This is an optimization exercise on Yosys and OpenROAD, whose aim is small area, a short achievable clock period and few clock cycles, not a production implementation. RTL that was checked went through simulation tests only; none was proved equivalent to the original.

// fp4_fft
module fp4_fft #(
    parameter MAX_N = 32,
    parameter ADDR_WIDTH = $clog2(MAX_N)
)(
    input wire clk,
    input wire rst,
    input wire start,
    input wire [ADDR_WIDTH-1:0] N,  
    output reg done,
    output reg error,
    input wire [7:0] data_in,  
    input wire data_in_valid,  
    output reg [7:0] data_out,  
    output reg data_out_valid,  
    output reg fft_ready  
);
Size in the first run: roughly 1,400 cells after synthesis, about 240 flip-flops.
clock: 20.0 ns
lec_check: 0
abc_area: 1
cap_margin: 20
core_margin: 2
core_utilization: 40
cts_buf_list: sky130_fd_sc_hd__clkbuf_16
cts_cluster_diameter: 80
cts_cluster_size: 25
slew_margin: 20
buffer_ports_args: -buffer_cell sky130_fd_sc_hd__buf_4
setup_slack_margin: 15
standard.sh (not shown) runs the stock make flow with config.mk's settings and CLKGATE_MAP_FILE= SYNTH_SCRIPT=/design/flow/synth_recipe.tcl, a recipe that flattens the netlist after the stock synthesis.
==> flow/flow/run.sh <==
#!/bin/bash
set -e
echo "export BUFFER_PORTS_ARGS = -buffer_cell sky130_fd_sc_hd__buf_4" >> "$FLOW_CONFIG"
echo "export SETUP_SLACK_MARGIN = 15" >> "$FLOW_CONFIG"
bash standard.sh > standard_flow.log 2>&1
The baseline finished with timing, DRC and antenna clean.
Next try:
--- a/flow/flow/run.sh
+++ b/flow/flow/run.sh
@@ -4 +4 @@
-echo "export SETUP_SLACK_MARGIN = 15" >> "$FLOW_CONFIG"
+echo "export SETUP_SLACK_MARGIN = 14.8" >> "$FLOW_CONFIG"
SETUP_SLACK_MARGIN = 14.8   (was 15)
After rerunning: The changed run finished with timing, DRC and antenna clean. Sequential cell count stays the same. Non-clock buffer count falls by 20. Design area goes down by 2.2%. Synthesized area stays the same. Core utilization shrinks by 1.0 points. Hold slack is about the same. Fmax decreases by 2.4%. Cell count drops by 1.0%.
No run of this note included a check of the RTL's function; only the layout flow was run.

* * *

Another version of the RTL of fp4_fft (not shown whole).
Size: ~1500 cells after synthesis, roughly 260 flip-flops, about 29 I/O pins, ~14000 um2 of cells after synthesis.
Settings: LEC_CHECK=0, ABC_AREA=1, CAP_MARGIN=20, CORE_MARGIN=2, CORE_UTILIZATION=40, CTS_BUF_LIST=sky130_fd_sc_hd__clkbuf_16, CTS_CLUSTER_DIAMETER=80, CTS_CLUSTER_SIZE=25, SLEW_MARGIN=20, BUFFER_PORTS_ARGS=-buffer_cell sky130_fd_sc_hd__buf_4, SETUP_SLACK_MARGIN=15; clock period 20.0 ns.
==> flow/flow/run.sh <==
#!/bin/bash
set -e
echo "export BUFFER_PORTS_ARGS = -buffer_cell sky130_fd_sc_hd__buf_4" >> "$FLOW_CONFIG"
echo "export SETUP_SLACK_MARGIN = 15" >> "$FLOW_CONFIG"
bash standard.sh > standard_flow.log 2>&1
The first run finished with timing, DRC and antenna clean.
Testbench counts at the start, summed over its fixed seeds: cycles 5,352.
Then changed:
--- a/flow/config.mk
+++ b/flow/config.mk
@@ -10,7 +10,4 @@
 export CORE_MARGIN = 2
 export CORE_UTILIZATION = 40
-export CTS_BUF_LIST = sky130_fd_sc_hd__clkbuf_16
-export CTS_CLUSTER_DIAMETER = 80
-export CTS_CLUSTER_SIZE = 25
 export SLEW_MARGIN = 20
 export BUFFER_PORTS_ARGS = -buffer_cell sky130_fd_sc_hd__buf_4
=> Via count came out higher by 1.1%; non-clock buffer count came out lower by 1; die area is unchanged; clock-buffer cell count came out higher by 19; flip-flop and latch count does not change; critical path depth stays the same; clock skew hardly moves.

* * *

Another version of the RTL of fp4_fft (not shown whole).
Size: roughly 1500 cells after synthesis, about 260 flip-flops, ~29 I/O pins, about 14000 um2 of cells after synthesis.
==> flow/config.mk <==
export PLATFORM = sky130hd
export DESIGN_NAME = fp4_fft
export DESIGN_NICKNAME = fp4_fft
export VERILOG_FILES = /design/flow/design.v
export SDC_FILE = /design/flow/constraint.sdc
export NUM_CORES = 4
export LEC_CHECK = 0
export ABC_AREA = 1
export CAP_MARGIN = 20
export CORE_MARGIN = 2
export CORE_UTILIZATION = 40
export CTS_BUF_LIST = sky130_fd_sc_hd__clkbuf_8 sky130_fd_sc_hd__clkbuf_16
export CTS_CLUSTER_DIAMETER = 80
export CTS_CLUSTER_SIZE = 25
export SLEW_MARGIN = 20
export BUFFER_PORTS_ARGS = -buffer_cell sky130_fd_sc_hd__buf_4
export SETUP_SLACK_MARGIN = 15
==> flow/constraint.sdc <==
create_clock -name core_clock -period 20.0 [get_ports {clk}]
set_input_delay 4.0000 -clock core_clock [delete_from_list [all_inputs] [get_ports {clk}]]
set_output_delay 4.0000 -clock core_clock [all_outputs]
set_load 0.01 [all_outputs]
Scripts as last shown in full above: flow/flow/run.sh
Testbench counts at the start, summed over its fixed seeds: cycles 5,344.
Change:
ABC_AREA = unset   (was 1)
CTS_BUF_LIST = sky130_fd_sc_hd__clkbuf_16   (was sky130_fd_sc_hd__clkbuf_8 sky130_fd_sc_hd__clkbuf_16)
After rerunning:
- register-to-register slack got worse by 0.38 ns
- maximum frequency barely changes
- cell area increases by 11%
- sequential share of layout area decreases by 4.8 points
Change:
ABC_AREA = 1   (was unset)
CTS_CLUSTER_DIAMETER = 60   (was 80)
CTS_CLUSTER_SIZE = 30   (was 25)
Effect:
- The new run completed with no timing, DRC or antenna violations
- sequential share of layout area grows by 3.6 points
- first-iteration DRC count shrinks by 30%
- maximum frequency shrinks by 0.35%
- area after synthesis shrinks by 8.0%
- non-clock buffer count shrinks by 28
- critical path depth does not change
- worst setup slack degrades by 0.017 ns
- wire length shrinks by 14%
- via count shrinks by 9.1%
- global-route usage shrinks by 0.57 points
Change:
CORE_UTILIZATION = 60   (was 40)
CTS_CLUSTER_DIAMETER = 80   (was 60)
CTS_CLUSTER_SIZE = 25   (was 30)
=> The changed run finished clean. Design area goes down by 3.5%. Die area came out lower by 33%. Cell count falls by 8.9%. Routed wire length fell by 3.5%.
Change:
==> flow/flow/run.sh (replaced) <==
#!/bin/bash
set -e
echo "export BUFFER_PORTS_ARGS = -buffer_cell sky130_fd_sc_hd__buf_4" >> "$FLOW_CONFIG"
echo "export SETUP_SLACK_MARGIN = 15.2" >> "$FLOW_CONFIG"
bash standard.sh > standard_flow.log 2>&1
CORE_UTILIZATION = 40   (was 60)
SETUP_SLACK_MARGIN = 15.2   (was 15)
After rerunning:
- design area rose slightly
- area after synthesis stays the same
- clock skew fell by 0.0063 ns
- setup slack gains 0.031 ns
Change:
==> flow/flow/run.sh (replaced) <==
#!/bin/bash
set -e
echo "export BUFFER_PORTS_ARGS = -buffer_cell sky130_fd_sc_hd__buf_4" >> "$FLOW_CONFIG"
echo "export SETUP_SLACK_MARGIN = 15" >> "$FLOW_CONFIG"
bash standard.sh > standard_flow.log 2>&1
SETUP_SLACK_MARGIN = 15   (was 15.2)
Sequential share of layout area goes up by 0.21 points; clock skew went up by 0.0069 ns; non-clock buffer count fell by 4; via count rose by 1.4%; worst hold slack is better by 0.0077 ns; clock-buffer cell count does not change; routed wire length rises by 0.87%; setup slack is worse by 0.021 ns; cell count stays flat; design area shrinks by 0.58%; area after synthesis does not change.

what the ideal ports hide:
The results above use ideal ports. As a check the final layouts listed here were re-extracted and re-timed, cells and wires unchanged.
Step 1: set_driving_cell puts a clkbuf_16 on clk and a buf_2 on each other input, an assumption about the parent block.
Step 2, shift: input delay + t, output delay - t, t = (earliest + latest rising clock arrival at the registers) / 2. This alone moves slack from input paths to output paths.
Slacks: ideal / step 1 / step 2; pairs: ideal / step 1.
| run | t, ns | slack for setup (ns) | hold WS [ns] | worst setup path at the end | clock arrival spread, ns |
|---|---|---|---|---|---|
| the first run of note 1 | 0.546 | 14.974 / 14.965 / 14.421 | 0.411 / 0.411 / 0.411 | input to register | 0.034 / 0.034 |
| the second run of note 1 | 0.548 | 14.848 / 14.798 / 14.330 | 0.412 / 0.412 / 0.412 | input to register | 0.034 / 0.034 |
| the first run of note 2 | 0.568 | 14.946 / 14.894 / 14.565 | 0.415 / 0.415 / 0.415 | input to register | 0.024 / 0.023 |
| the second run of note 2 | 0.621 | 14.907 / 14.857 / 14.495 | 0.413 / 0.413 / 0.413 | input to register | 0.023 / 0.022 |
| the first run of note 3 | 0.534 | 15.031 / 14.981 / 14.631 | 0.419 / 0.419 / 0.419 | input to register | 0.024 / 0.025 |
| the second run of note 3 | 0.569 | 15.020 / 14.968 / 14.537 | 0.412 / 0.412 / 0.412 | input to register | 0.044 / 0.044 |
| the third run of note 3 | 0.581 | 15.003 / 14.953 / 14.618 | 0.406 / 0.406 / 0.406 | input to register | 0.016 / 0.016 |
| the fourth run of note 3 | 0.542 | 15.022 / 14.973 / 14.672 | 0.411 / 0.411 / 0.411 | input to register | 0.025 / 0.024 |
| the fifth run of note 3 | 0.536 | 15.053 / 15.003 / 14.752 | 0.411 / 0.411 / 0.411 | input to register | 0.017 / 0.018 |
| the sixth run of note 3 | 0.534 | 15.031 / 14.981 / 14.630 | 0.419 / 0.419 / 0.419 | input to register | 0.025 / 0.025 |
After both steps setup and hold are still met in every run listed. For the first run of note 1, which loses most, drivers alone change the setup slack by -0.009 ns; drivers and shift together by -0.553 ns.
